From an optimization exercise on the open Yosys and OpenROAD flow, aimed at small area; shortcuts taken in it are not production practice.
The RTL was checked by simulation tests, not by an equivalence proof against the original design.
Power is estimated from default activity; no workload was simulated.

==> design/flow/flow/abc_area.script <==
strash; dc2; dch -f; amap -m; topo
==> design/flow/flow/run.sh <==
#!/bin/bash
set -euo pipefail
rm -rf scripts
cp -r "$FLOW_HOME/scripts" scripts
cp flow/abc_area.script scripts/abc_area.script
export SCRIPTS_DIR="$PWD/scripts"
export BUFFER_PORTS_ARGS="-buffer_cell sky130_fd_sc_hd__buf_1"
export CTS_ARGS="-sink_clustering_enable -repair_clock_nets -buf_list sky130_fd_sc_hd__clkbuf_4 -root_buf sky130_fd_sc_hd__clkbuf_8 -dont_use_dummy_load"
bash standard.sh > standard.log 2>&1
==> design/flow/standard.sh <==
#!/bin/bash
# synth_recipe.tcl (not shown) runs the flow's synth.tcl, then flattens the netlist and writes it again
# the make line also repeats each setting of config.mk as NAME=value (left out here)
make -C /OpenROAD-flow-scripts/flow DESIGN_CONFIG=/design/flow/config.mk WORK_HOME=/design/flow/orfs CLKGATE_MAP_FILE= SYNTH_SCRIPT=/design/flow/synth_recipe.tcl "${@:-finish}"
==> design/flow/constraint.sdc <==
create_clock -name core_clock -period 10.0 [get_ports {clock100KHz}]
set_input_delay 2.0000 -clock core_clock [delete_from_list [all_inputs] [get_ports {clock100KHz}]]
set_output_delay 2.0000 -clock core_clock [all_outputs]
set_load 0.01 [all_outputs]
==> design/flow/config.mk <==
export PLATFORM = sky130hd
export DESIGN_NAME = fpu
export DESIGN_NICKNAME = fpu
export VERILOG_FILES = /design/flow/design.v
export SDC_FILE = /design/flow/constraint.sdc
export NUM_CORES = 4
export LEC_CHECK = 0
export ABC_AREA = 1
export CAP_MARGIN = 20
export CORE_MARGIN = 2
export CORE_UTILIZATION = 60
export SLEW_MARGIN = 20
==> design/flow/design.v <==
module fpu(
    input  logic [31:0] op_A_in,
    input  logic [31:0] op_B_in,
    input  logic clock100KHz,
    input  logic reset,
    output logic [31:0] data_out,
    output logic [3:0]  status_out
);
    function automatic logic [6:0] add6(input logic [5:0] a, input logic [5:0] b, input logic ci);
        logic [6:0] s;
        logic       c;
        c = ci;
        for (int n = 0; n < 6; n++) begin
            s[n] = a[n] ^ b[n] ^ c;
            c    = (a[n] & b[n]) | (c & (a[n] ^ b[n]));
        end
        s[6] = c;
        add6 = s;
    endfunction
    function automatic logic [4:0] inc26(input logic [4:0] a);
        inc26 = (a[4] & a[3] & a[0]) ? 5'd0 : a + 5'd1;
    endfunction
    logic        sA, sB;
    logic [5:0]  eA, eB;
    logic [31:0] mA, mB;
    assign sA = op_A_in[31];
    assign eA = op_A_in[30:25];
    assign mA = {6'd0, eA != 6'd0, op_A_in[24:0]};
    assign sB = op_B_in[31];
    assign eB = op_B_in[30:25];
    assign mB = {6'd0, eB != 6'd0, op_B_in[24:0]};
    logic [6:0] x;
    logic       bt, big;
    logic [5:0] y;
    assign x   = add6(eB, ~eA, 1'b0);
    assign bt  = x[6];
    assign y   = bt ? x[5:0] : ~x[5:0];
    assign big = y[5] | (y[4] & y[3] & (y[2] | y[1] | (y[0] & bt)));
    logic bl;
    always_ff @(posedge clock100KHz)
        bl <= bt;
    logic [5:0] eL;
    assign eL = bl ? eB : eA;
    logic sub;
    assign sub = sA ^ sB;
    logic [4:0] i;
    always_ff @(posedge clock100KHz or negedge reset)
        if (!reset) i <= 5'd0;
        else        i <= inc26(i);
    logic first, last;
    assign first = (i == 5'd0);
    assign last  = i[4] & i[3] & i[0];    
    logic [4:0] j;
    logic       jw, wrap;
    always_ff @(posedge clock100KHz) begin
        if ((bt && i == 5'd24) || (!bt && last)) j <= big ? 5'd0 : y[4:0];
        else                                     j <= inc26(j);
        jw <= ~last & (jw | (j[4] & j[3] & j[0]));
    end
    assign wrap = jw | big;
    logic [4:0] iA, iB;
    logic       bA, bB, lb, sb, sbit, stk;
    assign iA = bl ? j : i;
    assign iB = bl ? i : j;
    assign bA = mA[iA];
    assign bB = mB[iB];
    assign lb = bl ? bB : bA;
    assign sb = bl ? bA : bB;
    assign sbit = sb & ~wrap;
    assign stk  = sb & wrap;
    logic cy, cin, s, cyn, t26;
    assign cin = first ? 1'b0 : cy;
    assign s   = lb ^ sbit ^ cin;
    assign cyn = (cin & ((lb ^ sub) | sbit)) | ((lb ^ sub) & sbit);
    assign t26 = ~sub & cyn;
    always_ff @(posedge clock100KHz)
        cy <= cyn;
    logic seen, sn, tn;
    assign sn = first ? 1'b0 : seen;
    assign tn = s ^ sn;
    always_ff @(posedge clock100KHz)
        seen <= sn | s;
    logic [4:0] off;
    logic       nz, rs, st, ng, spc;
    assign nz = ~(off == 5'd26);
    assign rs = (off == 5'd31);
    logic t;
    assign t = ng ? tn : s;
    logic [5:0] v;
    logic [6:0] er7;
    logic       ovf, unf, kill;
    assign v    = spc ? {5'd0, off[0]} : ~{off[4] & rs, off};
    assign er7  = add6(eL, v, 1'b1);
    assign ovf  = nz & ((eL == 6'd63) | (rs & eL == 6'd62));
    assign unf  = nz & ~rs & ~spc & ~er7[6];
    assign kill = ovf | unf;
    logic [4:0] zp_acc, zp_nxt, zn_acc, zn_nxt, off_new;
    logic       st_acc, st_nxt, k0;
    assign zp_nxt  = s  ? 5'd0 : first ? 5'd1 : zp_acc + 5'd1;
    assign zn_nxt  = tn ? 5'd0 : first ? 5'd1 : zn_acc + 5'd1;
    assign off_new = t26 ? 5'd31 : (sub & cyn) ? zn_nxt : zp_nxt;
    assign st_nxt = (first ? 1'b0 : st_acc) | stk | (k0 & t);
    always_ff @(posedge clock100KHz) begin
        zp_acc <= zp_nxt;
        zn_acc <= zn_nxt;
        st_acc <= st_nxt;
    end
    always_ff @(posedge clock100KHz)
        if (last) begin
            ng <= sub & cyn;
            off <= off_new;
            st <= st_nxt;
        end
    logic [4:0] k;
    assign k0 = (k == 5'd0);
    always_ff @(posedge clock100KHz)
        if (last) k <= (off_new[4] & off_new[3] & off_new[1]) ? 5'd25 : off_new;    
        else      k <= inc26(k);
    logic rc, ceff;
    assign ceff = first ? 1'b0 : rc;
    always_ff @(posedge clock100KHz)
        rc <= k0 ? t : (ceff & t);
    logic [24:1] f;
    logic        spc_now, pend;
    assign spc_now = ceff & ~t;
    always_ff @(posedge clock100KHz) begin
        for (int n = 1; n < 23; n++)
            if (k == n) f[n] <= (t ^ ceff) & ~kill;
        pend <= t ^ ceff;
        if (k == 5'd24) begin
            f[23] <= (pend | spc_now) & ~kill;
            f[24] <= t & ~ceff & ~kill;
            spc   <= spc_now;
        end
    end
    logic sr;
    assign sr = (ng ^ bl) ? sB : sA;
    assign data_out   = {sr & ~kill, (nz & ~kill) ? er7[5:0] : 6'd0, f, 1'b0};
    assign status_out = ovf ? 4'b0100 : unf ? 4'b1000 : st ? 4'b0010 : 4'b0001;
endmodule
==> results of run 1 <==
logic make-up after synthesis:
kind of cell,share of synthesized area
other,0.001037
multiplexers,0.002767
XOR/XNOR,0.002422
AND/OR/NAND/NOR,0.1664
flip-flops,0.4497
buffers and inverters,0.06226
adder cells (fa/ha/maj),0.1107
AO/OA/AOI/OAI,0.2048
through the flow:
| step | power (uW) | instance area, um2 | hold WS (ns) |
|---|---|---|---|
| floorplan | 676.2 | 3617 | 0.4384 |
| global placement | 778.9 | 4068 | 0.4514 |
| detailed placement | 793.1 | 4068 | 0.4645 |
| CTS | 955.2 | 4192 | 0.4806 |
| global route | 1034 | 4194 | 0.5213 |
| finish | 960.3 | 4194 | 0.4759 |
sequential cells by signal, indices dropped and copies added (netlist names):
name	cells
ng	1
k	5
i	5
zn_acc	5
rc	1
st_acc	1
seen	1
jw	1
st	1
zp_acc	5
off	5
j	5
cy	1
bl	1
pend	1
spc	1
f	24
critical path, stage by stage:
cell and delay, ns:
buf_1 0.09, o22ai_1 0.27, ha_1 0.21, clkinv_1 0.07, fa_1 0.38, fa_1 0.39, fa_1 0.41, clkinv_1 0.07
fa_1 0.17, clkinv_1 0.09, fa_1 0.38, nor4_1 0.27, or2_0 0.47, or2_0 0.36, nor2b_1 0.08, buf_1 0.14
final cells by class:
class,count,area (um2)
sequential,64,1627
tap,75,93.84
inverter,55,206.4
fill,457,1692
clock buffer,9,123.9
timing repair buffer,100,375.4
multi-input combinational,277,1768
final timing paths:
| kind | start | endpoint | slack [ns] | cells after the start |
|---|---|---|---|---|
| max | op_A_in[25] | data_out[30] | 2.15 | 16 |
| min | seen$_DFF_P_ | seen$_DFF_P_ | 0.48 | 2 |
| max reg2reg | bl$_DFF_P_ | f[11]$_DFFE_PN_ | 2.95 | 20 |
| min reg2reg | seen$_DFF_P_ | seen$_DFF_P_ | 0.48 | 2 |
| max in group asynchronous | reset | i[4]$_DFF_PN0_ | 8.24 | 1 |
| min in group asynchronous | reset | i[1]$_DFF_PN0_ | 1.54 | 1 |
routing by layer:
layer,up-vias,GRT usage,share of wire
li1,1673,-,-
met1,1518,0.3662,0.45
met2,138,0.4754,0.48
met3,10,0.06044,0.064
met4,0,0.07333,0.0084
met5,-,0,0
power by group:
group          internal, uW  switching (uW)  total [uW]
logic                   140             263         403
registers               355            37.4         392
clock network          80.2            84.7         165
synthesized netlist by cell type (2+ instances only):
cell type  count  area [um2]
o32ai_1        2       17.52
nor2b_1        9       56.30
a31oi_1        6       37.54
nor2_1        60       225.2
buf_4          2       15.01
nor4_1         4       25.02
nand3_1        9       45.04
o221ai_1      18       157.7
edfxtp_1      32       960.9
ha_1          16       200.2
dfrtp_1        5       125.1
and3_1         3       18.77
o21ai_0       14       70.07
a2111oi_0      4       35.03
o22a_1         2       17.52
o211ai_1       2       15.01
dfxtp_1       27       540.5
nand2_1       31       116.4
a21oi_1       15       75.07
a211oi_1       2       15.01
or2_0          4       25.02
clkinv_1      55       206.5
nor3_1        13       65.06
a22oi_1        3       22.52
o22ai_1       39       244.0
fa_1          10       200.2
nand4_1        2       12.51
==> impl_metrics.env, run 1 <==
export IMPL_antenna_found_initial=0
export IMPL_cts_inserted_buffers=9
export IMPL_drt_iter0_drc=281
export IMPL_synth_edff_count=32
export IMPL_slew_headroom=0.3248
export IMPL_hp_class="register to register"
export IMPL_wire_per_inst_um=15.07
export IMPL_nNetsFinal=599
export IMPL_numPortBuffers=100
export IMPL_final_util=0.7126
export IMPL_synth_area_mm2=0.003617
export IMPL_dp_cells=571
export IMPL_cts_buffer_depth=2
export IMPL_layout_common_cells="100 x buf_1, 59 x nor2_1, 55 x clkinv_1"
export IMPL_pre_cts_ws_ns=1.776
export IMPL_cts_tree="yes"
export IMPL_fmax_mhz=127.4
export IMPL_ant_nets=0
export IMPL_crit_fanout=7
export IMPL_area_growth_pct=15.95
export IMPL_irDropWorstVdd_uv=165.2
export IMPL_core_rowCount=28
export IMPL_power_density_mw_per_mm2=229.0
export IMPL_grt_start_max_net_pins=23
export IMPL_skew_ns=0.02171
export IMPL_synth_seq_cells=64
export IMPL_die_w_um=81.65
export IMPL_rsz0062_at_grt="false"
export IMPL_antenna_cells=0
export IMPL_period_needed_ns=7.851
export IMPL_viasPerCell=5.757
export IMPL_vias=3339
export IMPL_grt_pass1_wl_mm=14.11
export IMPL_drv_cap=0
export IMPL_crit_required_ns=8.00
export IMPL_drc=0
export IMPL_die_h_um=81.65
export IMPL_cts_root_buf="clkbuf_8"
export IMPL_seq_area_frac_synth=0.4497
export IMPL_clk_latency_ns=0.33
export IMPL_synthFlopType="edfxtp_1"
export IMPL_post_cts_buffers=0
export IMPL_syn_avg_cell_area_um2=9.066
export IMPL_grt_pass1_vias=3058
export IMPL_grt_ovfl_total=0
export IMPL_clk_pin_slew_ns=0.06
export IMPL_ys_warn_count=1
export IMPL_power_leakage_uw=0.001444
export IMPL_worstSetupPathType="primary input to output port"
export IMPL_hpwl_mm=6.848
export IMPL_layout_drive_gt1_share=0.01980
export IMPL_core_mm2=0.005886
export IMPL_outcome="complete, no violations"
export IMPL_grt_total_usage=0.2802
export IMPL_wl_mm=8.740
export IMPL_synth_distinct_cells=37
export IMPL_period_share=0.7851
export IMPL_layoutNonFillerInstCount=580
export IMPL_first_pass_iters=4
export IMPL_async_reset_ff_frac=0.07813
export IMPL_cts_sinks=64
export IMPL_setup_violations=0
export IMPL_htreeDepth=3
export IMPL_worst_ep_arrival_time_ns=5.85
export IMPL_place_gp_congestion=0.9199
export IMPL_io_pins=102
export IMPL_cts_repair_resized=0
export IMPL_synth_nets=491
export IMPL_finalSetupTns_ns=0
export IMPL_critPathLaunchType="primary input"
export IMPL_mostFrequentLayoutCell="buf_1"
export IMPL_tightest_slew_ns=1.013
export IMPL_hold_violations=0
export IMPL_dieArea_mm2=0.006666
export IMPL_postSynthCellCount=399
export IMPL_crit_path_end_kind="output port"
export IMPL_slew_viol_final=0
export IMPL_finalWorstSetupSlack_ns=2.149
export IMPL_initial_utilization=0.6146
export IMPL_ctsHoldBuffers=0
==> inputs of run 2 (changes only) <==
==> design/flow/flow/run.sh (replaced) <==
#!/bin/bash
set -euo pipefail
rm -rf scripts
cp -r "$FLOW_HOME/scripts" scripts
cp flow/abc_area.script scripts/abc_area.script
export SCRIPTS_DIR="$PWD/scripts"
export BUFFER_PORTS_ARGS="-buffer_cell sky130_fd_sc_hd__buf_1"
export CTS_ARGS="-sink_clustering_enable -repair_clock_nets -buf_list sky130_fd_sc_hd__clkbuf_4 -root_buf sky130_fd_sc_hd__clkbuf_4 -dont_use_dummy_load"
bash standard.sh > standard.log 2>&1
--- a/design/flow/config.mk
+++ b/design/flow/config.mk
@@ -10,3 +10,3 @@
 export CORE_MARGIN = 2
-export CORE_UTILIZATION = 60
+export CORE_UTILIZATION = 70
 export SLEW_MARGIN = 20
==> impl_metrics.env, run 2 <==
export IMPL_layout_common_cells="100 x buf_1, 59 x nor2_1, 55 x clkinv_1"
export IMPL_fmax_mhz=131.2
export IMPL_drv_cap=0
export IMPL_yosys_top_cells_count="60 x nor2_1, 55 x clkinv_1, 39 x o22ai_1"
export IMPL_cts_sinks=64
export IMPL_setup_violations=0
export IMPL_grt_pass1_vias=2978
export IMPL_clk_latency_ns=0.42
export IMPL_largest_reg_flops=24
export IMPL_ys_warn_count=1
export IMPL_crit_path_top_delay_cell="or2_0"
export IMPL_viasPerCell=5.936
export IMPL_power_density_mw_per_mm2=220.2
export IMPL_total_power_uw=911.5
export IMPL_worstPathCellList="buf_1, o22ai_1, ha_1, clkinv_1, fa_1, fa_1, fa_1, clkinv_1, fa_1, clkinv_1, fa_1, nor4_1, or2_0, or2_0, nor2b_1, buf_1"
export IMPL_yosysTopAreaCell="edfxtp_1"
export IMPL_irDropWorstVdd_uv=183.3
export IMPL_dieArea_mm2=0.005759
export IMPL_place_gp_congestion=0.9272
export IMPL_slew_headroom=0.3867
export IMPL_finalSetupTns_ns=0
export IMPL_grt_ovfl_total=0
export IMPL_cts_repair_resized=0
export IMPL_core_rowCount=26
export IMPL_antenna_found_initial=0
export IMPL_die_w_um=75.89
export IMPL_post_cts_buffers=0
export IMPL_synthFlopType="edfxtp_1"
export IMPL_core_mm2=0.005042
export IMPL_crit_path_end_kind="output port"
export IMPL_postSynthCellCount=399
export IMPL_synth_nets=491
export IMPL_synth_seq_cells=64
export IMPL_grt_pass1_wl_mm=13.12
export IMPL_synth_edff_count=32
export IMPL_finalWorstSetupSlack_ns=2.376
export IMPL_stdcell_area_mm2=0.004139
export IMPL_cts_buffer_depth=2
export IMPL_htreeDepth=3
export IMPL_grt_total_usage=0.3110
export IMPL_hp_class="register to register"
export IMPL_cpPeakStageDelay_ns=0.47
export IMPL_power_leakage_uw=0.001425
export IMPL_period_share=0.7624
export IMPL_synth_distinct_cells=37
export IMPL_vias=3419
export IMPL_ctsHoldBuffers=0
export IMPL_post_dp_cell_area_mm2=0.004069
export IMPL_mostFrequentLayoutCell="buf_1"
export IMPL_pre_cts_ws_ns=1.952
export IMPL_final_util=0.8208
export IMPL_layout_drive_gt1_share=0.02174
export IMPL_yosysTopAreaCellShare=0.2657
export IMPL_initial_utilization=0.7174
export IMPL_hold_violations=0
export IMPL_regMostFlops="f"
export IMPL_cts_tree="yes"
export IMPL_nNetsFinal=600
export IMPL_worst_ep_arrival_time_ns=5.62
export IMPL_slew_viol_final=0
export IMPL_outcome="complete, no violations"
export IMPL_crit_fanout=7
export IMPL_async_reset_ff_frac=0.07813
export IMPL_die_h_um=75.89
export IMPL_syn_avg_cell_area_um2=9.066
export IMPL_worstSetupPathType="primary input to output port"
export IMPL_hpwl_mm=6.611
export IMPL_tightest_slew_ns=0.9199
export IMPL_wire_per_inst_um=14.38
export IMPL_grt_start_max_net_pins=23
export IMPL_skew_ns=0.04420
export IMPL_crit_required_ns=8.00
export IMPL_synth_area_leaders="edfxtp_1 27%, dfxtp_1 15%, o22ai_1 6.7%, nor2_1 6.2%, clkinv_1 5.7%"
export IMPL_crit_top_cell="fa_1"
export IMPL_seq_area_frac_synth=0.4497
export IMPL_clk_pin_slew_ns=0.09
export IMPL_ant_nets=0
export IMPL_synth_area_mm2=0.003617
export IMPL_numPortBuffers=100
export IMPL_rsz0062_at_grt="false"
export IMPL_period_needed_ns=7.624
export IMPL_wl_mm=8.280
export IMPL_drc=0
export IMPL_cts_inserted_buffers=9
export IMPL_antenna_cells=0
export IMPL_critPathLaunchType="primary input"
export IMPL_synth_most_common_cell="nor2_1"
export IMPL_first_pass_iters=5
export IMPL_drt_iter0_drc=229
export IMPL_area_growth_pct=14.42
export IMPL_cts_root_buf="clkbuf_4"
export IMPL_io_pins=102
==> run 2: cell counts after synthesis <==
No cell type changed its count.
==> run 2: area by class of cell <==
| class | count | area, um2 |
|---|---|---|
| Inverter | 55 | 206.4 |
| Fill cell | 336 | 903.4 |
| Clock buffer | 9 | 67.56 |
| Timing Repair Buffer | 101 | 382.9 |
| Sequential cell | 64 | 1627 |
| Tap cell | 70 | 87.58 |
| Multi-Input combinational cell | 277 | 1768 |
==> run 2: where the power goes <==
group          leakage (uW)  switching [uW]  total, uW  internal, uW
sequential         0.000566            39.1        394           354
combinational      0.000818             260        401           141
clock             0.0000414            75.6        117          41.7
==> run 2: critical path, delay by kind of cell <==
family,cells,cell delay (ns)
AO/OA/AOI/OAI,1,0.21
adder cells (fa/ha/maj),6,1.86
buffers and inverters,5,0.43
AND/OR/NAND/NOR,4,1.10
==> run 2: metrics by stage <==
stage	cells	hold WS [ns]
floorplan	399	0.4384
global placement	567	0.4503
detailed placement	567	0.4824
CTS	576	0.5033
global route	576	0.5217
finish	576	0.5022
==> run 2: final timing paths <==
check,slack (ns),depth (start not counted),to,start
worst max-delay path,2.38,16,data_out[28],op_A_in[25]
worst min-delay path,0.50,2,st_acc$_DFF_P_,st_acc$_DFF_P_
worst max register to register,3.22,20,f[3]$_DFFE_PN_,bl$_DFF_P_
worst min register to register,0.50,2,st_acc$_DFF_P_,st_acc$_DFF_P_
max in group asynchronous,8.33,1,i[2]$_DFF_PN0_,reset
min in group asynchronous,1.45,1,i[3]$_DFF_PN0_,reset
==> run 2: cell families (layout without fill, tap and decap cells) <==
logic type,after synthesis,after routing,share of synthesized area
other cells,1,1,0.001037
mux,1,1,0.002767
simple gates,137,137,0.1664
buf+inv,58,165,0.06226
flops,64,64,0.4497
fa+ha+maj,26,26,0.1107
xor+xnor,1,1,0.002422
compound gates,111,111,0.2048
==> run 2: metal layers <==
metal / vias up / wire [um] / share of wire / track usage
met2: 177 / 3956 / 0.48 / 0.5000
met1: 1559 / 3496 / 0.42 / 0.4073
li1: 1667 / - / - / -
met3: 16 / 687 / 0.083 / 0.08201
met4: 0 / 138 / 0.017 / 0.1131
met5: - / 0 / 0 / 0
==> inputs of run 3 (changes only) <==
--- a/design/flow/config.mk
+++ b/design/flow/config.mk
@@ -10,3 +10,3 @@
 export CORE_MARGIN = 2
-export CORE_UTILIZATION = 70
+export CORE_UTILIZATION = 80
 export SLEW_MARGIN = 20
==> impl_metrics.env, run 3 <==
export IMPL_ys_warn_count=1
export IMPL_io_pins=102
export IMPL_synth_area_leaders="edfxtp_1 27%, dfxtp_1 15%, o22ai_1 6.7%, nor2_1 6.2%, clkinv_1 5.7%"
export IMPL_syn_avg_cell_area_um2=9.066
export IMPL_yosysTopAreaCell="edfxtp_1"
export IMPL_synth_seq_cells=64
export IMPL_numPortBuffers=100
export IMPL_yosys_top_cells_count="60 x nor2_1, 55 x clkinv_1, 39 x o22ai_1"
export IMPL_yosysTopAreaCellShare=0.2657
export IMPL_synth_distinct_cells=37
export IMPL_stop_stage="3_3_place_gp"
export IMPL_synth_edff_count=32
export IMPL_seq_area_frac_synth=0.4497
export IMPL_postSynthCellCount=399
export IMPL_synth_nets=491
export IMPL_synth_most_common_cell="nor2_1"
export IMPL_synthFlopType="edfxtp_1"
export IMPL_die_w_um=71.24
export IMPL_initial_utilization=0.8307
export IMPL_synth_area_mm2=0.003617
export IMPL_outcome="stopped before the end"
export IMPL_async_reset_ff_frac=0.07813
export IMPL_core_rowCount=24
export IMPL_tool_error="[ERROR GPL-0301] Utilization 101.054 % exceeds 100%."
export IMPL_die_h_um=71.24
==> run 3: cell counts after synthesis <==
No cell type changed its count.
==> run 3: cells by family after synthesis <==
family / count (synthesis) / synth area share
multiplexers: 1 / 0.002767
XOR/XNOR: 1 / 0.002422
adder cells (fa/ha/maj): 26 / 0.1107
AND/OR/NAND/NOR: 137 / 0.1664
buffers and inverters: 58 / 0.06226
other: 1 / 0.001037
AO/OA/AOI/OAI: 111 / 0.2048
flip-flops: 64 / 0.4497
==> inputs of run 4 (changes only) <==
--- a/design/flow/config.mk
+++ b/design/flow/config.mk
@@ -10,3 +10,3 @@
 export CORE_MARGIN = 2
-export CORE_UTILIZATION = 80
+export CORE_UTILIZATION = 60
 export SLEW_MARGIN = 20
==> impl_metrics.env, run 4 <==
export IMPL_tightest_slew_ns=1.024
export IMPL_drv_cap=0
export IMPL_numPortBuffers=100
export IMPL_crit_fanout=7
export IMPL_hold_violations=0
export IMPL_syn_avg_cell_area_um2=9.066
export IMPL_grt_total_usage=0.2797
export IMPL_async_reset_ff_frac=0.07813
export IMPL_synth_seq_cells=64
export IMPL_period_share=0.7877
export IMPL_worst_ep_arrival_time_ns=5.88
export IMPL_wire_per_inst_um=15.12
export IMPL_synth_area_mm2=0.003617
export IMPL_synth_distinct_cells=37
export IMPL_mostFrequentLayoutCell="buf_1"
export IMPL_ys_warn_count=1
export IMPL_hpwl_mm=6.848
export IMPL_core_mm2=0.005886
export IMPL_core_rowCount=28
export IMPL_synth_nets=491
export IMPL_cts_root_buf="clkbuf_4"
export IMPL_cts_buffer_depth=2
export IMPL_wl_mm=8.772
export IMPL_vias=3374
export IMPL_fillerInstances=464
export IMPL_antenna_found_initial=0
export IMPL_htreeDepth=3
export IMPL_dieArea_mm2=0.006666
export IMPL_pre_cts_ws_ns=1.776
export IMPL_stdcell_area_mm2=0.004138
export IMPL_cts_inserted_buffers=9
export IMPL_setup_violations=0
export IMPL_irDropWorstVdd_uv=175.7
export IMPL_die_w_um=81.65
export IMPL_grt_pass1_vias=3081
export IMPL_nNetsFinal=599
export IMPL_io_pins=102
export IMPL_power_density_mw_per_mm2=221.4
export IMPL_regMostFlops="f"
export IMPL_rsz0062_at_grt="false"
export IMPL_cts_tree="yes"
export IMPL_holdWs_ns=0.4859
export IMPL_hp_class="register to register"
export IMPL_ctsHoldBuffers=0
export IMPL_final_util=0.7030
export IMPL_finalWorstSetupSlack_ns=2.123
export IMPL_drt_iter0_drc=232
export IMPL_layout_drive_gt1_share=0.01980
export IMPL_post_cts_buffers=0
export IMPL_crit_path_end_kind="output port"
export IMPL_drc=0
export IMPL_ant_nets=0
export IMPL_period_needed_ns=7.877
export IMPL_synth_edff_count=32
export IMPL_initial_utilization=0.6146
export IMPL_skew_ns=0.03606
export IMPL_clk_latency_ns=0.41
export IMPL_cts_sinks=64
export IMPL_r2r_slack_ns=2.95
export IMPL_outcome="complete, no violations"
export IMPL_grt_ovfl_total=0
export IMPL_first_pass_iters=5
export IMPL_seq_area_frac_synth=0.4497
export IMPL_cts_repair_resized=0
export IMPL_fmax_mhz=127.0
export IMPL_grt_pass1_wl_mm=14.12
export IMPL_postSynthCellCount=399
export IMPL_finalSetupTns_ns=0
export IMPL_viasPerCell=5.817
export IMPL_layout_common_cells="100 x buf_1, 59 x nor2_1, 55 x clkinv_1"
export IMPL_area_growth_pct=14.39
export IMPL_synth_most_common_cell="nor2_1"
export IMPL_die_h_um=81.65
export IMPL_yosysTopAreaCell="edfxtp_1"
export IMPL_synthFlopType="edfxtp_1"
export IMPL_slew_viol_final=0
export IMPL_critPathLaunchType="primary input"
export IMPL_power_leakage_uw=0.001420
export IMPL_grt_start_max_net_pins=23
export IMPL_crit_required_ns=8.00
export IMPL_slew_headroom=0.3173
export IMPL_post_dp_cell_area_mm2=0.004068
export IMPL_antenna_cells=0
export IMPL_worstSetupPathType="primary input to output port"
export IMPL_synth_area_leaders="edfxtp_1 27%, dfxtp_1 15%, o22ai_1 6.7%, nor2_1 6.2%, clkinv_1 5.7%"
export IMPL_largest_reg_flops=24
export IMPL_clk_pin_slew_ns=0.09
export IMPL_yosysTopAreaCellShare=0.2657
export IMPL_yosys_top_cells_count="60 x nor2_1, 55 x clkinv_1, 39 x o22ai_1"
export IMPL_place_gp_congestion=0.9199
-- run 4: logic make-up (layout without fill, tap and decap cells) --
logic type                 after synthesis  count (layout)  share of synthesized area
AOI/OAI and AO/OA                      111             111                     0.2048
DFF                                     64              64                     0.4497
and+or+nand+nor                        137             137                     0.1664
other                                    1               1                   0.001037
xor gates and xnor gates                 1               1                   0.002422
muxes                                    1               1                   0.002767
adders and majority gates               26              26                     0.1107
buffers and inverters                   58             164                    0.06226
-- run 4: cell type report --
| type | count | area [um2] | area share |
|---|---|---|---|
| sequential | 64 | 1627 | 0.3931 |
| timing repair buffer | 100 | 375.4 | 0.09072 |
| inverter | 55 | 206.4 | 0.04989 |
| clock buffer | 9 | 67.56 | 0.01633 |
| multi-input combinational | 277 | 1768 | 0.4273 |
| tap | 75 | 93.84 | 0.02268 |
-- run 4: worst paths after layout --
path | cells past startpoint | to | start
min in group asynchronous | 1 | i[1]$_DFF_PN0_ | reset
worst min register to register | 2 | seen$_DFF_P_ | seen$_DFF_P_
worst max-delay path | 16 | data_out[30] | op_A_in[25]
worst min-delay path | 2 | seen$_DFF_P_ | seen$_DFF_P_
worst max register to register | 20 | f[7]$_DFFE_PN_ | bl$_DFF_P_
max in group asynchronous | 1 | i[4]$_DFF_PN0_ | reset
-- run 4: report_power, final --
group,switching (uW),total (uW),internal [uW]
Clock,80.0,122,41.8
Sequential,37.4,392,354
Combinational,263,402,140
Total,380,916,536
-- run 4: metrics by stage --
stage	instances	total power [uW]
after floorplan	399	676.2
after CTS	580	912.5
after detailed placement	571	793.1
final	580	916.1
after global routing	580	989.7
after global placement	571	778.9
-- run 4: worst max-delay path, cell delays in order --
cell and delay [ns]:
buf_1 0.09, o22ai_1 0.28, ha_1 0.21, clkinv_1 0.07, fa_1 0.38, fa_1 0.39, fa_1 0.41, clkinv_1 0.07
fa_1 0.17, clkinv_1 0.09, fa_1 0.38, nor4_1 0.27, or2_0 0.48, or2_0 0.36, nor2b_1 0.08, buf_1 0.14
-- run 4: routing by layer --
metal,global-route usage,wire (um),vias up
met3,0.04396,623,17
met1,0.3676,3826,1529
met5,0,0,-
li1,-,-,1675
met2,0.4730,4159,153
met4,0.09667,163,0
==> inputs of run 5 (changes only) <==
--- a/design/flow/design.v
+++ b/design/flow/design.v
@@ -113,7 +113,8 @@
         end
-    logic [4:0] k;
+    logic [4:0] k, ko;
+    logic [6:0] ks;
     assign k0 = (k == 5'd0);
-    always_ff @(posedge clock100KHz)
-        if (last) k <= (off_new[4] & off_new[3] & off_new[1]) ? 5'd25 : off_new;    
-        else      k <= inc26(k);
+    assign ko = (off[4] & off[3] & off[1]) ? 5'd25 : off;    
+    assign ks = add6({1'b0, i}, {1'b0, ko}, 1'b0);
+    assign k  = (ks[5] | (ks[4] & ks[3] & (ks[2] | ks[1]))) ? ks[4:0] + 5'd6 : ks[4:0];
     logic rc, ceff;
==> impl_metrics.env, run 5 <==
export IMPL_outcome="complete, no violations"
export IMPL_critical_path_top_delay_family="adder cells"
export IMPL_yosysTopAreaCellShare=0.2691
export IMPL_period_share=0.7660
export IMPL_worst_ep_arrival_time_ns=5.66
export IMPL_async_reset_ff_frac=0.08475
export IMPL_cts_root_buf="clkbuf_4"
export IMPL_slew_viol_final=0
export IMPL_setup_violations=0
export IMPL_numPortBuffers=100
export IMPL_vias=3281
export IMPL_irDropWorstVdd_uv=115.1
export IMPL_core_mm2=0.005851
export IMPL_regMostFlops="f"
export IMPL_power_density_mw_per_mm2=175.2
export IMPL_power_leakage_uw=0.001413
export IMPL_holdCritStartpoint="st_acc$_DFF_P_"
export IMPL_synth_area_leaders="edfxtp_1 27%, dfxtp_1 12%, fa_1 7.8%, o22ai_1 7.2%, nor2_1 6.3%"
export IMPL_skew_ns=0.02318
export IMPL_cts_tree="yes"
export IMPL_holdWs_ns=0.4938
export IMPL_postSynthCellCount=396
export IMPL_ys_warn_count=1
export IMPL_largest_reg_flops=24
export IMPL_critPathLaunchType="primary input"
export IMPL_holdPathStages=2
export IMPL_grt_ovfl_total=0
export IMPL_hold_end="st_acc$_DFF_P_"
export IMPL_cts_sinks=59
export IMPL_drc=0
export IMPL_htreeDepth=3
export IMPL_mostFrequentLayoutCell="buf_1"
export IMPL_first_pass_iters=5
export IMPL_yosysTopAreaCell="edfxtp_1"
export IMPL_synth_nets=490
export IMPL_fillerInstances=512
export IMPL_hpwl_mm=6.496
export IMPL_syn_avg_cell_area_um2=9.017
export IMPL_layout_common_cells="100 x buf_1, 59 x nor2_1, 55 x clkinv_1"
export IMPL_synth_area_mm2=0.003571
export IMPL_hold_violations=0
export IMPL_fmax_mhz=130.5
export IMPL_synth_edff_count=32
export IMPL_r2r_start="bl$_DFF_P_"
export IMPL_crit_fanout=7
export IMPL_nNetsFinal=599
export IMPL_finalSetupTns_ns=0
export IMPL_drt_iter0_drc=196
export IMPL_rsz0062_at_grt="false"
export IMPL_drv_cap=0
export IMPL_yosys_top_cells_count="60 x nor2_1, 55 x clkinv_1, 41 x o22ai_1"
export IMPL_antenna_cells=0
export IMPL_worstSetupPathType="primary input to output port"
export IMPL_ctsHoldBuffers=0
export IMPL_grt_pass1_vias=2954
export IMPL_die_w_um=81.15
export IMPL_tightest_slew_ns=0.8751
export IMPL_grt_start_max_net_pins=24
export IMPL_r2r_end="f[17]$_DFFE_PN_"
export IMPL_wl_mm=8.315
export IMPL_clk_pin_slew_ns=0.08
export IMPL_cpPeakStageDelay_ns=0.48
export IMPL_seq_area_frac_synth=0.4275
export IMPL_crit_path_end_kind="output port"
export IMPL_synth_seq_cells=59
export IMPL_wire_per_inst_um=14.39
export IMPL_synth_most_common_cell="nor2_1"
export IMPL_place_gp_congestion=0.8810
export IMPL_layout_drive_gt1_share=0.02187
export IMPL_worst_r2r_cell_count=17
export IMPL_hp_class="register to register"
export IMPL_crit_required_ns=8.00
export IMPL_area_growth_pct=14.79
export IMPL_cts_inserted_buffers=9
export IMPL_synthFlopType="edfxtp_1"
export IMPL_grt_total_usage=0.2692
export IMPL_antenna_found_initial=0
export IMPL_cts_repair_resized=0
export IMPL_core_rowCount=28
export IMPL_die_h_um=81.15
export IMPL_io_pins=102
export IMPL_total_power_uw=718.3
export IMPL_crit_top_cell="fa_1"
export IMPL_synth_distinct_cells=35
export IMPL_grt_pass1_wl_mm=13.39
export IMPL_r2r_slack_ns=3.66
export IMPL_worstPathCellList="buf_1, o22ai_1, ha_1, fa_1, clkinv_1, fa_1, fa_1, fa_1, fa_1, nor4_1, or2_0, or2_0, nor2b_1, buf_1"
export IMPL_post_cts_buffers=0
export IMPL_ant_nets=0
export IMPL_viasPerCell=5.676
export IMPL_clk_latency_ns=0.40
export IMPL_path_buf_inv=3
export IMPL_cts_buffer_depth=2
export IMPL_crit_path_top_delay_cell="or2_0"
export IMPL_initial_utilization=0.6104
export IMPL_period_needed_ns=7.660
export IMPL_slew_headroom=0.4166
export IMPL_dieArea_mm2=0.006585
==> run 5: cell types whose count changed after synthesis, moves of 3 or more <==
| cell | change |
|---|---|
| nor3_1 | -3 |
| o21ai_0 | +4 |
| dfxtp_1 | -5 |
| o22a_1 | +4 |
| a221oi_1 | +4 |
| a211oi_1 | +4 |
| a22oi_1 | -3 |
| fa_1 | +4 |
| o221ai_1 | -6 |
| a21oi_1 | -3 |
==> run 5: cell type report <==
type / count / area, um2 / share of cell area
clock buffer: 9 / 67.56 / 0.01648
inverter: 55 / 206.4 / 0.05037
multi-input combinational: 279 / 1822 / 0.4444
sequential: 59 / 1526 / 0.3724
tap: 75 / 93.84 / 0.02289
timing repair buffer: 101 / 382.9 / 0.09341
==> run 5: tightest hold or removal path, delay by kind of cell (launching register included) <==
kind	cells	cell delay, ns
simple gates	1	0.04
compound gates	1	0.10
flops	1	0.31
==> run 5: metrics by stage <==
step	std cells	area (um2)	setup slack (ns)	utilization
after global placement	569	4029	2.075	0.6886
after global routing	578	4099	2.016	0.7006
after floorplan	396	3571	2.782	-
after CTS	578	4096	2.217	0.7002
after detailed placement	569	4029	1.775	0.6886
final	578	4099	2.340	0.7006
==> run 5: report_power, final <==
group | switching [uW] | leakage (uW) | internal, uW
Sequential | 23.1 | 0.000524 | 305
Combinational | 169 | 0.000848 | 105
Clock | 74.8 | 0.0000414 | 41.7
Total | 267 | 0.00141 | 451
==> run 5: how the worst max path moves through the flow <==
stage,slack (ns),to,depth (start not counted),from
2_1_floorplan,2.78,f[10]$_DFFE_PN_,19,op_A_in[25]
3_3_place_gp,2.08,f[17]$_DFFE_PN_,20,op_A_in[25]
3_5_place_dp,1.77,f[17]$_DFFE_PN_,20,op_A_in[25]
4_1_cts,2.22,f[17]$_DFFE_PN_,20,op_A_in[25]
5_1_grt,2.02,data_out[30],14,bl$_DFF_P_
6_report,2.34,data_out[29],14,op_A_in[25]
==> run 5: cell families after synthesis <==
family / Yosys count / share of synthesized area
and+or+nand+nor: 134 / 0.1647
buffers and inverters: 58 / 0.06307
AOI/OAI and AO/OA: 115 / 0.2134
other: 1 / 0.001050
DFF: 59 / 0.4275
muxes: 1 / 0.002803
adders and majority gates: 28 / 0.1275
==> run 5: routing by layer <==
layer	part of all wire	up-vias	GRT usage
met1	0.44	1481	0.3492
met5	0	-	0
li1	-	1665	-
met2	0.48	124	0.4463
met4	0.012	0	0.06780
met3	0.067	11	0.07778
==> inputs of run 6 (changes only) <==
--- a/design/flow/flow/run.sh
+++ b/design/flow/flow/run.sh
@@ -1,2 +1,12 @@
 #!/bin/bash
+# The standard layout (standard.sh, with its standard synthesis script)
+# with these changes to how the layout is made:
+#  - adders are left to ABC too, instead of being mapped to the platform's
+#    full- and half-adder cells first (ADDER_MAP_FILE empty).
+#  - the buffer placed on every input and output port is the smallest one,
+#    sky130_fd_sc_hd__buf_1.
+#  - the clock tree is built from sky130_fd_sc_hd__clkbuf_4 without dummy
+#    loads (all registers still get their clock through the tree's buffers).
+# make's full output goes to standard.log; ORFS keeps each step's log under
+# orfs/logs/.
 set -euo pipefail
@@ -6,2 +16,3 @@
 export SCRIPTS_DIR="$PWD/scripts"
+export ADDER_MAP_FILE=
 export BUFFER_PORTS_ARGS="-buffer_cell sky130_fd_sc_hd__buf_1"
==> impl_metrics.env, run 6 <==
export IMPL_synth_seq_cells=59
export IMPL_cts_sinks=59
export IMPL_clk_latency_ns=0.42
export IMPL_cts_repair_resized=0
export IMPL_irDropWorstVdd_uv=151.8
export IMPL_outcome="complete, no violations"
export IMPL_cts_buffer_depth=2
export IMPL_vias=3632
export IMPL_grt_ovfl_total=0
export IMPL_drt_iter0_drc=210
export IMPL_synth_area_mux_share=0.002894
export IMPL_critPathLaunchType="primary input"
export IMPL_mostFrequentLayoutCell="buf_1"
export IMPL_dp_cells=601
export IMPL_die_h_um=79.92
export IMPL_synth_area_leaders="edfxtp_1 28%, dfxtp_1 13%, nor2_1 9.1%, o22ai_1 6.0%, o21ai_0 5.5%"
export IMPL_slew_viol_final=0
export IMPL_core_mm2=0.005540
export IMPL_period_share=0.7509
export IMPL_worst_r2r_cell_count=17
export IMPL_multiInputGateArea_mm2=0.001732
export IMPL_ant_nets=0
export IMPL_tightest_slew_ns=0.9793
export IMPL_path_buf_inv=4
export IMPL_synth_compound_area_frac=0.2891
export IMPL_synth_top_family_by_area="compound AO/OA/AOI/OAI gates"
export IMPL_dieArea_mm2=0.006387
export IMPL_core_rowCount=27
export IMPL_post_cts_buffers=0
export IMPL_first_pass_iters=5
export IMPL_syn_avg_cell_area_um2=8.061
export IMPL_regMostFlops="f"
export IMPL_hold_end="st_acc$_DFF_P_"
export IMPL_synth_distinct_cells=38
export IMPL_io_pins=102
export IMPL_ctsHoldBuffers=0
export IMPL_slew_headroom=0.3471
export IMPL_period_needed_ns=7.509
export IMPL_met1_usage=0.3837
export IMPL_hp_class="register to register"
export IMPL_power_density_mw_per_mm2=185.6
export IMPL_r2r_start="bl$_DFF_P_"
export IMPL_worstSetupPathType="primary input to register"
export IMPL_grt_total_usage=0.2890
export IMPL_initial_utilization=0.6242
export IMPL_r2r_end="f[18]$_DFFE_PN_"
export IMPL_cpPeakStageDelay_ns=0.59
export IMPL_crit_path_top_delay_cell="o21ai_0"
export IMPL_yosysTopAreaCellShare=0.2779
export IMPL_clk_pin_slew_ns=0.09
export IMPL_finalSetupTns_ns=0
export IMPL_die_w_um=79.92
export IMPL_synth_area_mm2=0.003458
export IMPL_fmax_mhz=133.2
export IMPL_setup_violations=0
export IMPL_grt_busiest_layer="met2"
export IMPL_rsz0062_at_grt="false"
export IMPL_synth_xor_area_frac=0
export IMPL_crit_required_ns=10.11
export IMPL_holdPathStages=1
export IMPL_critical_path_top_delay_family="compound AO/OA/AOI/OAI gates"
export IMPL_synthAdderAreaFrac=0
export IMPL_cts_inserted_buffers=9
export IMPL_drv_cap=0
export IMPL_numPortBuffers=100
export IMPL_layout_common_cells="100 x buf_1, 83 x nor2_1, 50 x clkinv_1"
export IMPL_seq_area_frac_synth=0.4414
export IMPL_synthSimpleGateAreaFrac=0.2069
export IMPL_viasPerCell=5.954
export IMPL_synth_most_common_cell="nor2_1"
export IMPL_area_growth_pct=15.48
export IMPL_ys_warn_count=1
export IMPL_wl_mm=8.669
export IMPL_hold_violations=0
export IMPL_antenna_found_initial=0
export IMPL_cts_tree="yes"
export IMPL_power_leakage_uw=0.001307
export IMPL_wire_per_inst_um=14.21
export IMPL_hpwl_mm=6.768
export IMPL_layoutNonFillerInstCount=610
export IMPL_holdCritStartpoint="st_acc$_DFF_P_"
export IMPL_synth_edff_count=32
export IMPL_seqCellArea_mm2=0.001526
export IMPL_drc=0
export IMPL_htreeDepth=3
export IMPL_skew_ns=0.03492
export IMPL_cts_root_buf="clkbuf_4"
export IMPL_grt_pass1_wl_mm=14.37
export IMPL_place_gp_congestion=0.9567
export IMPL_synthFlopType="edfxtp_1"
export IMPL_r2r_slack_ns=3.41
export IMPL_met3_usage=0.06900
export IMPL_layout_drive_gt1_share=0.02230
export IMPL_fillerInstances=483
export IMPL_yosys_top_cells_count="84 x nor2_1, 50 x clkinv_1, 38 x o21ai_0"
export IMPL_largest_reg_flops=24
export IMPL_postSynthCellCount=429
export IMPL_crit_path_end_kind="register"
export IMPL_yosysTopAreaCell="edfxtp_1"
export IMPL_async_reset_ff_frac=0.08475
export IMPL_nNetsFinal=606
export IMPL_met2_usage=0.4608
export IMPL_worst_ep_arrival_time_ns=7.62
export IMPL_crit_top_cell="nand2_1"
export IMPL_antenna_cells=0
export IMPL_crit_fanout=22
export IMPL_grt_start_max_net_pins=23
export IMPL_synth_nets=495
export IMPL_grt_pass1_vias=3251
==> run 6: cell types whose count changed in the layout (fill, tap and decap cells not counted), moves of 6 or more <==
cell	before	now
o21a_1	0	6
fa_1	14	0
a22oi_1	0	10
a31oi_1	7	1
a21oi_1	12	18
o22ai_1	41	33
o21ai_0	18	38
ha_1	14	0
nor2_1	59	83
nor2b_1	9	2
==> run 6: cell type report <==
class	instances	area share
Timing Repair Buffer	102	0.09774
Sequential cell	59	0.3822
Inverter	50	0.04699
Tap cell	72	0.02256
Multi-Input combinational cell	318	0.4336
Clock buffer	9	0.01692
==> run 6: per-stage QoR <==
| stage | utilization | worst slack (ns) | cell area, um2 | hold slack [ns] | power (uW) |
|---|---|---|---|---|---|
| final | 0.7209 | 2.491 | 3994 | 0.4630 | 741.2 |
| after global routing | 0.7209 | 1.813 | 3994 | 0.4928 | 791.3 |
| after CTS | 0.7204 | 2.213 | 3991 | 0.4676 | 737.1 |
| after detailed placement | 0.7082 | 1.819 | 3924 | 0.4475 | 624.4 |
| after global placement | 0.7082 | 2.317 | 3924 | 0.4443 | 615.2 |
| after floorplan | - | 3.286 | 3458 | 0.4286 | 545.7 |
==> run 6: report_power, final <==
part	internal (uW)	leakage, uW	switching, uW	total (uW)
combinational	107	0.000742	187	293
sequential	310	0.000523	21.2	331
clock	41.6	0.0000414	74.8	116
total	458	0.00131	283	741
==> run 6: how the worst max path moves through the flow <==
stage	start	end	slack (ns)	depth (start not counted)
after floorplan	op_A_in[26]	f[10]$_DFFE_PN_	3.29	25
after global placement	op_A_in[26]	f[21]$_DFFE_PN_	2.32	26
after detailed placement	op_A_in[26]	f[21]$_DFFE_PN_	1.82	26
after CTS	op_A_in[26]	f[18]$_DFFE_PN_	2.21	26
after global routing	op_A_in[26]	f[18]$_DFFE_PN_	1.81	26
final	op_A_in[26]	f[18]$_DFFE_PN_	2.49	26
==> run 6: cells by family (layout without fill, tap and decap cells) <==
family	after synthesis	count (layout)
AO/OA/AOI/OAI	151	151
buffers and inverters	52	161
flip-flops	59	59
multiplexers	1	1
other	1	1
AND/OR/NAND/NOR	165	165
==> run 6: per-layer routing <==
layer,part of all wire,up-vias
met5,0,-
met4,0.019,0
met3,0.084,14
met2,0.46,151
met1,0.44,1641
li1,-,1826
==> inputs of run 7 (changes only) <==
--- a/design/flow/design.v
+++ b/design/flow/design.v
@@ -123,2 +123,6 @@
         rc <= k0 ? t : (ceff & t);
+    logic [3:0] klo;
+    logic [6:0] khi;
+    assign klo = 4'd1 << k[1:0];
+    assign khi = 7'd1 << k[4:2];
     logic [24:1] f;
@@ -128,5 +132,5 @@
         for (int n = 1; n < 23; n++)
-            if (k == n) f[n] <= (t ^ ceff) & ~kill;
+            if (klo[n % 4] & khi[n / 4]) f[n] <= (t ^ ceff) & ~kill;
         pend <= t ^ ceff;
-        if (k == 5'd24) begin
+        if (klo[0] & khi[6]) begin
             f[23] <= (pend | spc_now) & ~kill;
==> impl_metrics.env, run 7 <==
export IMPL_wl_mm=8.556
export IMPL_numPortBuffers=100
export IMPL_r2r_slack_ns=2.91
export IMPL_skew_ns=0.04356
export IMPL_clk_pin_slew_ns=0.08
export IMPL_finalSetupTns_ns=0
export IMPL_synth_area_mm2=0.003408
export IMPL_tightest_slew_ns=1.056
export IMPL_crit_fanout=7
export IMPL_wire_per_inst_um=14.24
export IMPL_cts_root_buf="clkbuf_4"
export IMPL_core_mm2=0.005507
export IMPL_critPathLaunchType="primary input"
export IMPL_syn_avg_cell_area_um2=8.096
export IMPL_cts_repair_resized=0
export IMPL_synth_compound_area_frac=0.2783
export IMPL_grt_start_max_net_pins=23
export IMPL_antenna_found_initial=0
export IMPL_holdWs_ns=0.4659
export IMPL_post_cts_buffers=0
export IMPL_drt_iter0_drc=301
export IMPL_synth_edff_count=32
export IMPL_io_pins=102
export IMPL_synth_xor_area_frac=0
export IMPL_outcome="complete, no violations"
export IMPL_ant_nets=0
export IMPL_power_leakage_uw=0.001285
export IMPL_first_pass_iters=5
export IMPL_clk_latency_ns=0.41
export IMPL_irDropWorstVdd_uv=233.5
export IMPL_layout_common_cells="100 x buf_1, 82 x nor2_1, 45 x clkinv_1"
export IMPL_period_needed_ns=7.321
export IMPL_synth_most_common_cell="nor2_1"
export IMPL_die_w_um=79.37
export IMPL_cts_sinks=59
export IMPL_r2r_end="f[14]$_DFFE_PP_"
export IMPL_synthSimpleGateAreaFrac=0.2159
export IMPL_yosys_top_cells_count="83 x nor2_1, 45 x clkinv_1, 35 x o21ai_0"
export IMPL_drv_cap=0
export IMPL_fillerInstances=465
export IMPL_power_share_sequential=0.458
export IMPL_nNetsFinal=597
export IMPL_synth_top_family_by_area="compound AO/OA/AOI/OAI gates"
export IMPL_grt_pass1_vias=3092
export IMPL_cts_buffer_depth=2
export IMPL_core_rowCount=27
export IMPL_mostFrequentLayoutCell="buf_1"
export IMPL_cts_tree="yes"
export IMPL_period_share=0.7321
export IMPL_hold_violations=0
export IMPL_seq_area_frac_synth=0.4479
export IMPL_synthFlopType="edfxtp_1"
export IMPL_synth_seq_cells=59
export IMPL_async_reset_ff_frac=0.08475
export IMPL_synth_nets=487
export IMPL_ctsHoldBuffers=0
export IMPL_slew_viol_final=0
export IMPL_worstSetupPathType="primary input to output port"
export IMPL_regMostFlops="f"
export IMPL_ys_warn_count=1
export IMPL_clkPwrFrac=0.156
export IMPL_p_int_uw=455.5
export IMPL_fmax_mhz=136.6
export IMPL_hp_class="register to register"
export IMPL_switching_power_uw=276.7
export IMPL_setup_violations=0
export IMPL_grt_total_usage=0.2845
export IMPL_slew_headroom=0.2957
export IMPL_viasPerCell=5.804
export IMPL_crit_end="data_out[29]"
export IMPL_place_gp_congestion=0.8778
export IMPL_largest_reg_flops=24
export IMPL_r2r_start="bl$_DFF_P_"
export IMPL_synth_area_leaders="edfxtp_1 28%, dfxtp_1 13%, nor2_1 9.1%, o21ai_0 5.1%, o221ai_1 5.1%"
export IMPL_drc=0
export IMPL_layout_drive_gt1_share=0.02079
export IMPL_vias=3488
export IMPL_crit_required_ns=8.00
export IMPL_antenna_cells=0
export IMPL_synth_area_mux_share=0.002937
export IMPL_swShare=0.3779
export IMPL_rsz0062_at_grt="false"
export IMPL_power_density_mw_per_mm2=186.0
export IMPL_htreeDepth=3
export IMPL_grt_ovfl_total=0
export IMPL_crit_path_end_kind="output port"
export IMPL_pwr_share_comb=0.387
export IMPL_synth_distinct_cells=37
export IMPL_critPathLaunch="op_B_in[26]"
export IMPL_finalWorstSetupSlack_ns=2.679
export IMPL_initial_utilization=0.6190
export IMPL_yosysTopAreaCellShare=0.2819
export IMPL_dieArea_mm2=0.006300
export IMPL_yosysTopAreaCell="edfxtp_1"
export IMPL_grt_pass1_wl_mm=14.06
export IMPL_pre_cts_ws_ns=2.246
export IMPL_die_h_um=79.37
export IMPL_cts_inserted_buffers=9
export IMPL_worst_r2r_cell_count=18
export IMPL_worst_ep_arrival_time_ns=5.32
export IMPL_synthAdderAreaFrac=0
export IMPL_area_growth_pct=15.49
export IMPL_hpwl_mm=6.623
export IMPL_postSynthCellCount=421
## run 7: stage by stage
step / total power, uW / utilization / cells / instance area [um2]
CTS: 727.6 / 0.7144 / 601 / 3934
global route: 785.1 / 0.7148 / 601 / 3936
finish: 732.2 / 0.7148 / 601 / 3936
global placement: 608.8 / 0.7021 / 592 / 3866
floorplan: 543.3 / - / 421 / 3408
detailed placement: 617.2 / 0.7021 / 592 / 3866
## run 7: logic make-up (layout without fill, tap and decap cells)
| logic type | Yosys count | count (layout) |
|---|---|---|
| AND/OR/NAND/NOR | 168 | 168 |
| multiplexers | 1 | 1 |
| flip-flops | 59 | 59 |
| other | 1 | 1 |
| AO/OA/AOI/OAI | 145 | 145 |
| buffers and inverters | 47 | 155 |
## run 7: worst min-delay path by stage
stage | start | to | slack, ns | cells past startpoint
floorplan | st_acc$_DFF_P_ | st_acc$_DFF_P_ | 0.43 | 1
global placement | st_acc$_DFF_P_ | st_acc$_DFF_P_ | 0.44 | 1
detailed placement | st_acc$_DFF_P_ | st_acc$_DFF_P_ | 0.45 | 1
CTS | st_acc$_DFF_P_ | st_acc$_DFF_P_ | 0.47 | 1
global route | st_acc$_DFF_P_ | st_acc$_DFF_P_ | 0.49 | 1
finish | st_acc$_DFF_P_ | st_acc$_DFF_P_ | 0.47 | 1
## run 7: layer usage
layer,wire (um),GRT usage,part of all wire,vias to the layer above
met3,642,0.05543,0.075,14
met5,0,0,0,-
met4,109,0.08276,0.013,0
li1,-,-,-,1796
met1,3872,0.3829,0.45,1524
met2,3931,0.4695,0.46,154
## run 7: final cells by class
type	instances	area [um2]	area share
multi-input combinational	315	1700	0.4320
sequential	59	1526	0.3878
timing repair buffer	101	382.9	0.09727
inverter	45	168.9	0.04291
tap	72	90.09	0.02289
clock buffer	9	67.56	0.01716
## run 7: critical path, cell delays in order
cell and delay, ns:
buf_1 0.10, clkinv_1 0.12, o22ai_1 0.36, o21ai_0 0.19, nor2_1 0.17, a21oi_1 0.08
nor2_1 0.16, a21oi_1 0.08, nor2_1 0.19, a21oi_1 0.09, o21ai_0 0.30, nor3_1 0.12
or2_0 0.44, or2_0 0.41, a211oi_1 0.31, buf_1 0.18
## run 7: power groups by stage
stage	Combinational [uW]	Clock, uW	Sequential [uW]
global placement	270	0	339
finish	283	114	335
CTS	279	114	335
global route	320	125	340
floorplan	209	0	335
detailed placement	277	0	340
==> inputs of run 8 (changes only) <==
--- a/design/flow/config.mk
+++ b/design/flow/config.mk
@@ -10,3 +10,3 @@
 export CORE_MARGIN = 2
-export CORE_UTILIZATION = 60
+export CORE_UTILIZATION = 50
 export SLEW_MARGIN = 20
==> impl_metrics.env, run 8 <==
export IMPL_cts_repair_resized=0
export IMPL_top_layer="met4"
export IMPL_synth_nets=487
export IMPL_mostFrequentLayoutCell="buf_1"
export IMPL_synth_distinct_cells=37
export IMPL_place_gp_congestion=0.9354
export IMPL_synth_area_mux_share=0.002937
export IMPL_wire_per_inst_um=13.95
export IMPL_crit_fanout=22
export IMPL_crit_top_cell="o21ai_0"
export IMPL_area_growth_pct=16.23
export IMPL_crit_required_ns=10.09
export IMPL_seq_area_frac_synth=0.4479
export IMPL_post_cts_buffers=0
export IMPL_clk_latency_ns=0.42
export IMPL_viasPerCell=5.656
export IMPL_ant_nets=0
export IMPL_skew_ns=0.05338
export IMPL_core_rowCount=30
export IMPL_pre_cts_ws_ns=2.201
export IMPL_clk_pin_slew_ns=0.07
export IMPL_synth_edff_count=32
export IMPL_synth_area_mm2=0.003408
export IMPL_hold_violations=0
export IMPL_worst_ep_arrival_time_ns=7.34
export IMPL_outcome="complete, no violations"
export IMPL_synthSimpleGateAreaFrac=0.2159
export IMPL_layout_drive_gt1_share=0.02448
export IMPL_synthAdderAreaFrac=0
export IMPL_irDropWorstVdd_uv=136.0
export IMPL_ctsHoldBuffers=0
export IMPL_cts_sinks=59
export IMPL_yosysTopAreaCellShare=0.2819
export IMPL_wl_mm=8.526
export IMPL_post_dp_cell_area_mm2=0.003884
export IMPL_dieArea_mm2=0.007493
export IMPL_period_share=0.7255
export IMPL_grt_pass1_vias=3027
export IMPL_synth_area_leaders="edfxtp_1 28%, dfxtp_1 13%, nor2_1 9.1%, o21ai_0 5.1%, o221ai_1 5.1%"
export IMPL_die_w_um=86.56
export IMPL_synth_most_common_cell="nor2_1"
export IMPL_stdcell_area_mm2=0.003961
export IMPL_crit_path_end_kind="register"
export IMPL_total_power_uw=736.7
export IMPL_grt_pass1_wl_mm=13.70
export IMPL_setup_violations=0
export IMPL_yosysTopAreaCell="edfxtp_1"
export IMPL_yosys_top_cells_count="83 x nor2_1, 45 x clkinv_1, 35 x o21ai_0"
export IMPL_cts_inserted_buffers=9
export IMPL_tightest_slew_ns=0.9407
export IMPL_critical_path_top_delay_family="compound AO/OA/AOI/OAI gates"
export IMPL_syn_avg_cell_area_um2=8.096
export IMPL_crit_path_top_delay_cell="o21ai_0"
export IMPL_nNetsFinal=599
export IMPL_synthFlopType="edfxtp_1"
export IMPL_antenna_cells=0
export IMPL_wl_met2_mm=3.840
export IMPL_finalWorstSetupSlack_ns=2.745
export IMPL_core_mm2=0.006681
export IMPL_htreeDepth=3
export IMPL_met3_length_um=524
export IMPL_first_pass_iters=4
export IMPL_slew_viol_final=0
export IMPL_drt_iter0_drc=188
export IMPL_async_reset_ff_frac=0.08475
export IMPL_cts_buffer_depth=2
export IMPL_hp_class="register to register"
export IMPL_initial_utilization=0.5101
export IMPL_power_leakage_uw=0.001295
export IMPL_synth_top_family_by_area="compound AO/OA/AOI/OAI gates"
export IMPL_hpwl_mm=6.519
export IMPL_grt_start_max_net_pins=23
export IMPL_finalSetupTns_ns=0
export IMPL_grt_total_usage=0.2325
export IMPL_final_util=0.5929
export IMPL_rsz0062_at_grt="false"
export IMPL_antenna_found_initial=0
export IMPL_power_density_mw_per_mm2=186.0
export IMPL_cts_tree="yes"
export IMPL_synth_xor_area_frac=0
export IMPL_synth_compound_area_frac=0.2783
export IMPL_drv_cap=0
export IMPL_path_buf_inv=4
export IMPL_fmax_mhz=137.8
export IMPL_slew_headroom=0.3680
export IMPL_critPathLaunchType="primary input"
export IMPL_io_pins=102
export IMPL_numPortBuffers=100
export IMPL_synth_seq_cells=59
export IMPL_worstSetupPathType="primary input to register"
export IMPL_largest_reg_flops=24
export IMPL_vias=3456
export IMPL_die_h_um=86.56
export IMPL_cpPeakStageDelay_ns=0.70
export IMPL_regMostFlops="f"
export IMPL_period_needed_ns=7.255
export IMPL_ys_warn_count=1
export IMPL_postSynthCellCount=421
export IMPL_drc=0
export IMPL_wl_met1_mm=4.062
export IMPL_grt_ovfl_total=0
export IMPL_layout_common_cells="100 x buf_1, 82 x nor2_1, 45 x clkinv_1"
export IMPL_cts_root_buf="clkbuf_4"
[run 8: cell count changes in the layout (fill, tap and decap cells not counted)]
cell   before  now
buf_4       1    3
[run 8: worst paths after layout]
path	endpoint	start	depth (start not counted)	slack [ns]
worst max-delay path	f[2]$_DFFE_PP_	op_A_in[26]	26	2.74
worst min-delay path	st_acc$_DFF_P_	st_acc$_DFF_P_	1	0.47
worst max register to register	f[2]$_DFFE_PP_	bl$_DFF_P_	19	3.54
worst min register to register	st_acc$_DFF_P_	st_acc$_DFF_P_	1	0.47
max in group asynchronous	i[0]$_DFF_PN0_	reset	1	8.27
min in group asynchronous	i[3]$_DFF_PN0_	reset	1	1.47
[run 8: kinds of logic (layout without fill, tap and decap cells)]
kind of cell	Yosys count	after routing
flops	59	59
other cells	1	1
mux	1	1
compound gates	145	145
buf+inv	47	157
simple gates	168	168
[run 8: worst register-to-register path, cell delays in order, from the launching register on]
cell and delay, ns:
dfxtp_1 0.78, clkinv_1 0.69, o22ai_1 0.33, buf_4 0.24, clkinv_1 0.29, o22ai_1 0.25
o22ai_1 0.09, o21ai_0 0.17, a31oi_1 0.07, o31ai_1 0.50, o22ai_1 0.23, nor2_1 0.15
a21oi_1 0.06, o21ai_0 0.68, clkinv_1 0.21, o21a_1 0.30, o22ai_1 0.28, and3_1 0.25
nor2_1 0.08, nor2_2 0.53
[run 8: layout make-up]
type | instances | area, um2
multi-input cells | 315 | 1700
inverters | 45 | 168.9
repair buffers | 103 | 397.9
clock buffers | 9 | 67.56
well taps | 80 | 100.1
flip-flops and latches | 59 | 1526
fillers | 618 | 2720
[run 8: power breakdown]
part	switching, uW	internal, uW	total (uW)
clock	73.8	41.7	115
combinational	182	104	286
sequential	22.9	313	335
[run 8: routing by layer]
| metal | vias to the layer above | global-route usage |
|---|---|---|
| li1 | 1802 | - |
| met1 | 1532 | 0.3254 |
| met2 | 112 | 0.3615 |
| met3 | 10 | 0.04762 |
| met4 | 0 | 0.07670 |
| met5 | - | 0 |
[run 8: through the flow]
| stage | std cells | hold WS (ns) |
|---|---|---|
| after detailed placement | 601 | 0.4540 |
| after global placement | 601 | 0.4488 |
| after CTS | 610 | 0.4699 |
| after floorplan | 421 | 0.4286 |
| after global routing | 611 | 0.5066 |
| final | 611 | 0.4651 |
==> inputs of run 9 (changes only) <==
--- a/design/flow/flow/run.sh
+++ b/design/flow/flow/run.sh
@@ -18,3 +18,3 @@
 export BUFFER_PORTS_ARGS="-buffer_cell sky130_fd_sc_hd__buf_1"
-export CTS_ARGS="-sink_clustering_enable -repair_clock_nets -buf_list sky130_fd_sc_hd__clkbuf_4 -root_buf sky130_fd_sc_hd__clkbuf_4 -dont_use_dummy_load"
+export CTS_ARGS="-sink_clustering_enable -repair_clock_nets -buf_list sky130_fd_sc_hd__clkbuf_4 -root_buf sky130_fd_sc_hd__clkbuf_8 -tree_buf sky130_fd_sc_hd__clkbuf_4 -dont_use_dummy_load"
 bash standard.sh > standard.log 2>&1
--- a/design/flow/config.mk
+++ b/design/flow/config.mk
@@ -10,3 +10,3 @@
 export CORE_MARGIN = 2
-export CORE_UTILIZATION = 50
+export CORE_UTILIZATION = 60
 export SLEW_MARGIN = 20
==> impl_metrics.env, run 9 <==
export IMPL_cts_buffer_depth=2
export IMPL_vias=3501
export IMPL_power_density_mw_per_mm2=194.0
export IMPL_core_rowCount=27
export IMPL_antenna_found_initial=0
export IMPL_synth_nets=487
export IMPL_die_w_um=79.37
export IMPL_htreeDepth=3
export IMPL_core_mm2=0.005507
export IMPL_finalSetupTns_ns=0
export IMPL_synth_area_mm2=0.003408
export IMPL_cts_sinks=59
export IMPL_outcome="complete, no violations"
export IMPL_power_leakage_uw=0.001308
export IMPL_drt_iter0_drc=269
export IMPL_cts_inserted_buffers=9
export IMPL_async_reset_ff_frac=0.08475
export IMPL_skew_ns=0.02408
export IMPL_rsz0062_at_grt="false"
export IMPL_holdWs_ns=0.4626
export IMPL_grt_ovfl_total=0
export IMPL_tightest_slew_ns=1.055
export IMPL_holdPathStages=1
export IMPL_cts_root_buf="clkbuf_8"
export IMPL_fmax_mhz=136.3
export IMPL_hold_violations=0
export IMPL_seq_area_frac_synth=0.4479
export IMPL_wire_per_inst_um=14.26
export IMPL_hpwl_mm=6.623
export IMPL_crit_path_top_delay_cell="or2_0"
export IMPL_clk_pin_slew_ns=0.06
export IMPL_cpPeakStageDelay_ns=0.43
export IMPL_critPathLaunchType="primary input"
export IMPL_yosys_top_cells_count="83 x nor2_1, 45 x clkinv_1, 35 x o21ai_0"
export IMPL_yosysTopAreaCellShare=0.2819
export IMPL_cts_tree="yes"
export IMPL_synthFlopType="edfxtp_1"
export IMPL_dieArea_mm2=0.006300
export IMPL_crit_required_ns=8.00
export IMPL_slew_headroom=0.2914
export IMPL_cts_repair_resized=0
export IMPL_synth_seq_cells=59
export IMPL_worst_ep_arrival_time_ns=5.34
export IMPL_setup_violations=0
export IMPL_drc=0
export IMPL_yosysTopAreaCell="edfxtp_1"
export IMPL_layout_drive_gt1_share=0.02079
export IMPL_crit_path_end_kind="output port"
export IMPL_irDropWorstVdd_uv=183.3
export IMPL_grt_start_max_net_pins=23
export IMPL_nNetsFinal=597
export IMPL_syn_avg_cell_area_um2=8.096
export IMPL_mostFrequentLayoutCell="buf_1"
export IMPL_antenna_cells=0
export IMPL_ctsHoldBuffers=0
export IMPL_place_gp_congestion=0.8778
export IMPL_layout_common_cells="100 x buf_1, 82 x nor2_1, 45 x clkinv_1"
export IMPL_synth_edff_count=32
export IMPL_numPortBuffers=100
export IMPL_grt_pass1_wl_mm=14.14
export IMPL_area_growth_pct=17.14
export IMPL_synth_most_common_cell="nor2_1"
export IMPL_regMostFlops="f"
export IMPL_ys_warn_count=1
export IMPL_total_power_uw=774.8
export IMPL_postSynthCellCount=421
export IMPL_final_util=0.7251
export IMPL_die_h_um=79.37
export IMPL_first_pass_iters=5
export IMPL_slew_viol_final=0
export IMPL_clk_latency_ns=0.33
export IMPL_hp_class="register to register"
export IMPL_period_needed_ns=7.337
export IMPL_largest_reg_flops=24
export IMPL_period_share=0.7337
export IMPL_grt_total_usage=0.2874
export IMPL_ant_nets=0
export IMPL_worst_r2r_cell_count=18
export IMPL_io_pins=102
export IMPL_drv_cap=0
export IMPL_viasPerCell=5.825
export IMPL_worstSetupPathType="primary input to output port"
export IMPL_grt_pass1_vias=3109
export IMPL_synth_distinct_cells=37
export IMPL_synth_area_leaders="edfxtp_1 28%, dfxtp_1 13%, nor2_1 9.1%, o21ai_0 5.1%, o221ai_1 5.1%"
export IMPL_initial_utilization=0.6190
export IMPL_wl_mm=8.572
export IMPL_worstPathCellList="buf_1, clkinv_1, o22ai_1, o21ai_0, nor2_1, a21oi_1, nor2_1, a21oi_1, nor2_1, a21oi_1, o21ai_0, nor3_1, or2_0, or2_0, a211oi_1, buf_1"
export IMPL_post_cts_buffers=0
export IMPL_crit_fanout=7
-- run 9: layer usage --
| metal | vias up | GRT usage | wire (um) |
|---|---|---|---|
| li1 | 1802 | - | - |
| met5 | - | 0 | 0 |
| met2 | 167 | 0.4712 | 3932 |
| met4 | 0 | 0.09828 | 120 |
| met1 | 1519 | 0.3836 | 3814 |
| met3 | 13 | 0.05543 | 705 |
-- run 9: worst paths after layout --
kind | start | to | slack, ns
worst min register to register | st_acc$_DFF_P_ | st_acc$_DFF_P_ | 0.46
worst max register to register | bl$_DFF_P_ | f[14]$_DFFE_PP_ | 2.88
max in group asynchronous | reset | i[0]$_DFF_PN0_ | 8.24
worst min-delay path | st_acc$_DFF_P_ | st_acc$_DFF_P_ | 0.46
worst max-delay path | op_B_in[26] | data_out[29] | 2.66
min in group asynchronous | reset | i[3]$_DFF_PN0_ | 1.54
-- run 9: worst max-delay path: cells and delay by family --
kind / cells / cell delay (ns)
buffers and inverters: 3 / 0.41
and+or+nand+nor: 6 / 1.49
AOI/OAI and AO/OA: 7 / 1.44
-- run 9: power by group --
group	internal (uW)	switching (uW)	total (uW)	leakage, uW
registers	313	23.0	336	0.000523
logic	101	182	283	0.000720
clock network	79.6	76.0	156	0.0000647
total	494	281	775	0.00131
-- run 9: cell families after synthesis --
logic type | after synthesis | synth area share
buf+inv | 47 | 0.05396
flops | 59 | 0.4479
other cells | 1 | 0.001100
simple gates | 168 | 0.2159
compound gates | 145 | 0.2783
mux | 1 | 0.002937
-- run 9: area by class of cell --
cell class / instances / area [um2]
flip-flops and latches: 59 / 1526
clock buffers: 9 / 123.9
repair buffers: 101 / 382.9
multi-input cells: 315 / 1700
inverters: 45 / 168.9
well taps: 72 / 90.09
fillers: 452 / 1514
-- run 9: through the flow --
stage	cell area, um2	setup WS, ns	std cells
floorplan	3408	3.524	421
global placement	3866	2.584	592
detailed placement	3866	2.246	592
CTS	3990	2.527	601
global route	3993	1.933	601
finish	3993	2.663	601

-- what the ideal ports hide --
Ports are ideal in the flow. The routed layouts listed here were re-timed in OpenROAD.
Step 1, drivers: a clkbuf_16 drives clock100KHz and a buf_2 each remaining input, both assumed.
Step 2, shift: input delay + t, output delay - t, t = (earliest + latest rising clock arrival at the registers) / 2. This alone moves slack from input paths to output paths.
Slacks: no drivers / after step 1 / after step 2; pairs: no drivers / after step 1.
run	t (ns)	slack for setup (ns)	worst register clock-pin slew, ns
run 1	0.349	2.149 / 2.129 / 2.122	0.08 / 0.08
run 2	0.426	2.376 / 2.354 / 2.185	0.12 / 0.12
run 4	0.419	2.123 / 2.104 / 2.104	0.12 / 0.12
run 5	0.410	2.340 / 2.321 / 2.173	0.10 / 0.10
run 6	0.425	2.491 / 2.490 / 2.065	0.10 / 0.10
run 7	0.410	2.679 / 2.646 / 2.374	0.12 / 0.12
run 8	0.416	2.745 / 2.751 / 2.335	0.12 / 0.12
run 9	0.352	2.663 / 2.626 / 2.400	0.07 / 0.07
After both steps every run listed still meets setup and hold. The setup slack of run 6, which loses most, moves by -0.001 ns with the drivers and by -0.426 ns with both steps.
